From an optimization exercise on the open Yosys and OpenROAD flow, aimed at small area, a short achievable clock period and few clock cycles per item; shortcuts taken in it are not production practice. At most, simulation tests tie the RTL to the original design; equivalence was not proved.

Setup of run 1:
==> flow/design.v (excerpt) <==
module seq_multiplier #(parameter N = 32) (
    input  logic clk, rst_n, start,
    input  logic [N-1:0] a, b,
    output logic [(2*N)-1:0] prod,
    output logic ready
);
clock: 4.5 ns
lec_check: 0
cap_margin: 5
core_margin: 2
core_utilization: 40
setup_slack_margin: 0.25
slew_margin: 5
standard.sh (not shown) runs the stock make flow with config.mk's settings and CLKGATE_MAP_FILE= SYNTH_SCRIPT=/design/flow/synth_recipe.tcl, a recipe that flattens the netlist after the stock synthesis.
==> flow/flow/run.sh <==
#!/bin/bash
# The standard layout, with the port buffers made of the smallest buffer
# cell instead of the default delay buffer.
set -euo pipefail
export BUFFER_PORTS_ARGS="-buffer_cell sky130_fd_sc_hd__buf_1"
bash standard.sh > standard_flow.log 2>&1
Testbench counts of run 1, summed over its fixed seeds: cycles 10,280, items 2,400.
Input changes introduced in run 2 (baseline for comparison: run 1):
# run 1
export LEC_CHECK = 0
export CAP_MARGIN = 5
export CORE_MARGIN = 2
export CORE_UTILIZATION = 40
export SETUP_SLACK_MARGIN = 0.25
export SLEW_MARGIN = 5
create_clock -name core_clock -period 4.5 [get_ports {clk}]
# run 2
export LEC_CHECK = 0
export CAP_MARGIN = 20
export CORE_MARGIN = 2
export CORE_UTILIZATION = 40
export SETUP_SLACK_MARGIN = 0.35
export SLEW_MARGIN = 20
create_clock -name core_clock -period 4.5 [get_ports {clk}]
[summary]
Between run 1 and run 2, the post-route cell area figures differ only marginally.
For total of max-cap violations, run 2 and run 1 come out practically identical.
Run 1 → run 2: clock distribution area overhead in the final layout lower, end-of-flow core utilization level, wire length on met3 went up about 15%, total routing usage reported by global routing did not really move.
Here is what was changed in the inputs of run 3 compared with run 2.
# run 2
export LEC_CHECK = 0
export CAP_MARGIN = 20
export CORE_MARGIN = 2
export CORE_UTILIZATION = 40
export SETUP_SLACK_MARGIN = 0.35
export SLEW_MARGIN = 20
create_clock -name core_clock -period 4.5 [get_ports {clk}]
# run 3
export LEC_CHECK = 0
export CAP_MARGIN = 20
export CORE_MARGIN = 2
export CORE_UTILIZATION = 40
export SETUP_SLACK_MARGIN = 0.25
export SLEW_MARGIN = 20
create_clock -name core_clock -period 4.5 [get_ports {clk}]
### Flow results
Run 3 completed end to end with timing, DRC and antenna clean. Summary of run 3 over run 2: number of clock-tree buffers in the layout moved up, clock skew shrank by 0.0045 ns. Number of cells after detailed placement ends up lower on run 2. ~same combined global-route utilization of all metal layers in run 2 and run 3. Comparing run 2 and run 3, the lower depth of the worst register-to-register path was measured on run 3. Sort run 2 and run 3 by worst slack after detailed placement, descending, and run 3 comes first. Post-route cell area of run 3 is on par with run 2. Changes observed in run 3 relative to run 2: via count of the first global-routing pass about even; time the final worst path needs with I/O delays and setup has decreased; wire length reported by the detailed router climbed 120 um. ~same first-pass GRT wire length in run 2 and run 3.
Input-level comparison between run 4 and run 3:
# run 3
export LEC_CHECK = 0
export CAP_MARGIN = 20
export CORE_MARGIN = 2
export CORE_UTILIZATION = 40
export SETUP_SLACK_MARGIN = 0.25
export SLEW_MARGIN = 20
create_clock -name core_clock -period 4.5 [get_ports {clk}]
# run 4
export LEC_CHECK = 0
export CAP_MARGIN = 20
export CORE_MARGIN = 2
export CORE_UTILIZATION = 40
export PLACE_DENSITY = 0.75
export SETUP_SLACK_MARGIN = 0.4
export SLEW_MARGIN = 20
create_clock -name core_clock -period 4.5 [get_ports {clk}]
Results
Run 4: done, clean on timing, DRC and antenna
Run 3 closes out successfully: all stages finished, all timing, DRC and antenna checks passed.
Run 4 vs. run 3: count of instances resized after the clock tree is built now sits higher, worst reg-to-reg setup slack now sits lower, critical path depth now sits at about the same level, area growth from synthesis to layout now sits higher, global-route usage over all layers now sits lower.
Diff run 4..run 3 | chip width | unchanged
Highest metal layer used by the detailed router: met4 -> run 3, met5 -> run 4
| first-pass GRT wire length | run 3 vs run 4 | ≈ equal |
Run 4 vs. run 3: worst setup slack now smaller, portion of the clock cycle consumed by the worst path in the final layout now larger, cell count now larger.


Another version of the RTL of seq_multiplier (not shown whole).
Size in the first run: roughly 1200 cells after synthesis, about 110 flip-flops, ~130 I/O pins, about 11000 um2 of cells after synthesis.
## seq_multiplier
module seq_multiplier #(parameter N = 32) (
    input  logic clk, rst_n, start,
    input  logic [N-1:0] a, b,
    output logic [(2*N)-1:0] prod,
    output logic ready
);
clock: 4.5 ns
lec_check: 0
cap_margin: 20
core_margin: 2
core_utilization: 40
setup_slack_margin: 0.25
slew_margin: 20
Scripts as last shown in full above: flow/flow/run.sh
The starting point produced a clean layout.
Testbench counts at the start, summed over its fixed seeds: cycles 10,280, items 2,400.
==> next run, changes <==
--- a/flow/config.mk
+++ b/flow/config.mk
@@ -9,4 +9,3 @@
 export CORE_MARGIN = 2
-export CORE_UTILIZATION = 40
-export SETUP_SLACK_MARGIN = 0.25
+export CORE_UTILIZATION = 60
 export SLEW_MARGIN = 20
The new run finished with timing, DRC and antenna clean.
Worst setup slack loses 0.21 ns.
Clock skew goes down by 0.0062 ns.
Global-route usage goes up by 11 points.
Register-to-register slack loses 0.24 ns.
Maximum frequency goes down by 4.8%.
Utilization goes up by 22 points.
Wire length goes down by about 3.2%.
Cell count goes down by about 9%.
Cell area goes down by about 1.1%.
==> next run, changes <==
--- a/flow/config.mk
+++ b/flow/config.mk
@@ -9,3 +9,4 @@
 export CORE_MARGIN = 2
-export CORE_UTILIZATION = 60
+export CORE_UTILIZATION = 40
+export GPL_TIMING_DRIVEN = 0
 export SLEW_MARGIN = 20
What happened: Register-to-register slack is worse by 0.10 ns; first-iteration DRC count is lower by 9.0%; setup slack loses 0.10 ns.
==> next run, changes <==
--- a/flow/config.mk
+++ b/flow/config.mk
@@ -10,3 +10,3 @@
 export CORE_UTILIZATION = 40
-export GPL_TIMING_DRIVEN = 0
+export SETUP_SLACK_MARGIN = 0.5
 export SLEW_MARGIN = 20
=> The changed run went through all stages and came out clean. Cell count went down by 1.0%. Worst setup slack improved by 0.47 ns. Routed wire length went down by 9.8%. Sequential cell count is unchanged. Synthesized cell count does not change. Non-clock buffer count went down by 18. Via count went down by 3.2%. Maximum frequency went up by 12%.
==> next run, changes <==
--- a/flow/config.mk
+++ b/flow/config.mk
@@ -10,3 +10,2 @@
 export CORE_UTILIZATION = 40
-export SETUP_SLACK_MARGIN = 0.5
 export SLEW_MARGIN = 20
- The new run went through all stages and came out clean
- sequential share of layout area climbs by 0.80 points
- cell count is lower by 1.1%
- critical path depth falls by 2
- synthesized area is unchanged
- via count stays flat
- worst setup slack got worse by 0.38 ns
==> next run, changes <==
--- a/flow/config.mk
+++ b/flow/config.mk
@@ -10,2 +10,3 @@
 export CORE_UTILIZATION = 40
+export SETUP_SLACK_MARGIN = 0.8
 export SLEW_MARGIN = 20
The changed run finished with timing, DRC and antenna clean.
Cell area went up by 8.0%.
Setup slack gains 0.41 ns.
Global-route usage rises by 0.34 points.


Another version of the RTL of seq_multiplier (not shown whole).
Size: roughly 1300 cells after synthesis, roughly 12000 µm² of cells after synthesis.
clock: 4.5 ns
lec_check: 0
cap_margin: 20
core_margin: 2
core_utilization: 40
setup_slack_margin: 0.25
slew_margin: 20
Scripts as last shown in full above: flow/flow/run.sh
The baseline completed and failed the layout checks on setup timing.
Next try:
- SETUP_SLACK_MARGIN: 0.25 -> 0.4
Outcome:
- The new run finished but failed the layout checks on setup timing
- final area goes down by 2.7%
- clock-buffer cell count rises by 1
- global-route usage is about the same
- sequential cell count is unchanged
- routed wire length increases by 0.31%
- clock skew is higher by 0.0045 ns
Function was not checked in any run of this note: the RTL went through the layout flow alone.


== run A ==
seq_multiplier, a different RTL version from the one above (not shown whole).
Size: about 1100 cells after synthesis, ~110 flip-flops, roughly 130 I/O pins, ~11000 µm² of cells after synthesis.
export LEC_CHECK = 0
export CAP_MARGIN = 20
export CORE_MARGIN = 2
export CORE_UTILIZATION = 55
export SETUP_SLACK_MARGIN = 0.3
export SLEW_MARGIN = 20
create_clock -name core_clock -period 4.5 [get_ports {clk}]
Scripts as last shown in full above: flow/flow/run.sh
Testbench counts of run A, summed over its fixed seeds: cycles 10,280, items 2,400.
[inputs] run B vs run A
# run A
export LEC_CHECK = 0
export CAP_MARGIN = 20
export CORE_MARGIN = 2
export CORE_UTILIZATION = 55
export SETUP_SLACK_MARGIN = 0.3
export SLEW_MARGIN = 20
create_clock -name core_clock -period 4.5 [get_ports {clk}]
# run B
export LEC_CHECK = 0
export CAP_MARGIN = 20
export CORE_MARGIN = 2
export CORE_UTILIZATION = 40
export CTS_BUF_LIST = sky130_fd_sc_hd__clkbuf_4 sky130_fd_sc_hd__clkbuf_8
export SETUP_SLACK_MARGIN = 0.4
export SLEW_MARGIN = 20
create_clock -name core_clock -period 4.5 [get_ports {clk}]
--- outcome ---
- Re tapcell count: run B and run A aren't equal, and the lower value belongs to run A.
- Comparing the two runs side by side, run B comes out ahead of run A on setup slack.
- Run B finished all stages; the layout is clean.
- Diff run A -> run B: routed wire length now sits higher; fmax now sits higher.
- Cell area, run B and run A, higher one = run B.
## Diff of input files: run C against run B
# run B
export LEC_CHECK = 0
export CAP_MARGIN = 20
export CORE_MARGIN = 2
export CORE_UTILIZATION = 40
export CTS_BUF_LIST = sky130_fd_sc_hd__clkbuf_4 sky130_fd_sc_hd__clkbuf_8
export SETUP_SLACK_MARGIN = 0.4
export SLEW_MARGIN = 20
create_clock -name core_clock -period 4.5 [get_ports {clk}]
# run C
export LEC_CHECK = 0
export CAP_MARGIN = 20
export CORE_MARGIN = 2
export CORE_UTILIZATION = 40
export SETUP_SLACK_MARGIN = 0.4
export SLEW_MARGIN = 20
create_clock -name core_clock -period 4.5 [get_ports {clk}]
==> flow/run.sh (new file) <==
#!/bin/bash
# synth_recipe.tcl (not shown) runs the flow's synth.tcl, then flattens the netlist and writes it again
# the make line also repeats each setting of config.mk as NAME=value (left out here)
make -C /OpenROAD-flow-scripts/flow DESIGN_CONFIG=/design/flow/config.mk WORK_HOME=/design/flow/orfs CLKGATE_MAP_FILE= SYNTH_SCRIPT=/design/flow/synth_recipe.tcl finish
removed: flow/flow/run.sh
removed: flow/standard.sh
## What came out
Run C: total number of cells along the worst setup path 7 above run B. Delay of the slowest cell on the worst path in run C is 0.12 ns higher than in run B. Looking at uppermost layer routed, the met4 result is from run C; the met5 one comes from run B. The lower total wire length came out of run B. Going from run B to run C, routed metal-1 wire length saw an increase; fmax saw a decrease; global-route usage saw an increase.

-- re-timing with driven ports --
How much do the figures lean on ideal ports? The routed layouts below were timed once more, with nothing changed but the port constraints. Step 1: set_driving_cell puts a clkbuf_16 on clk and a buf_2 on each other input, an assumption about the parent block. Step 2 moves the port delays by t, midway between the first and last clock arrival at a register: inputs arrive t later, outputs are due t later. That takes back most of the time a late clock gives input paths. a / b / c = ideal ports / drivers / drivers and shift; a / b = the first two.
run	shift t [ns]	setup slack, ns	clock arrival spread, ns	pins driven straight from the clock port
run 1	0.414	0.244 / 0.198 / 0.038	0.012 / 0.011	1
run 2	0.412	0.160 / 0.114 / 0.241	0.016 / 0.016	1
run 3	0.414	0.244 / 0.198 / 0.038	0.012 / 0.011	1
run 4	0.417	0.196 / 0.146 / 0.223	0.016 / 0.017	1
the first run of note 2	0.424	0.414 / 0.363 / 0.342	0.023 / 0.023	1
the second run of note 2	0.411	0.209 / 0.209 / 0.209	0.017 / 0.017	1
the third run of note 2	0.423	0.108 / 0.108 / -0.139	0.014 / 0.014	1
the fourth run of note 2	0.413	0.577 / 0.542 / 0.146	0.021 / 0.020	1
the fifth run of note 2	0.412	0.200 / 0.150 / 0.193	0.017 / 0.017	1
the sixth run of note 2	0.415	0.612 / 0.565 / 0.501	0.011 / 0.011	1
the first run of note 3	0.465	-0.101 / -0.112 / -0.101	0.013 / 0.014	1
the second run of note 3	0.476	-0.031 / -0.031 / -0.031	0.018 / 0.018	1
run A	0.404	0.373 / 0.382 / -0.008	0.008 / 0.009	1
run B	0.449	0.503 / 0.457 / 0.339	0.019 / 0.019	1
run C	0.415	0.409 / 0.409 / 0.283	0.013 / 0.013	1
Met with ideal ports but missed after step 2: setup timing in the third run of note 2 and run A. For the fourth run of note 2, which loses most, drivers alone change the setup slack by -0.035 ns; drivers and shift together by -0.431 ns.
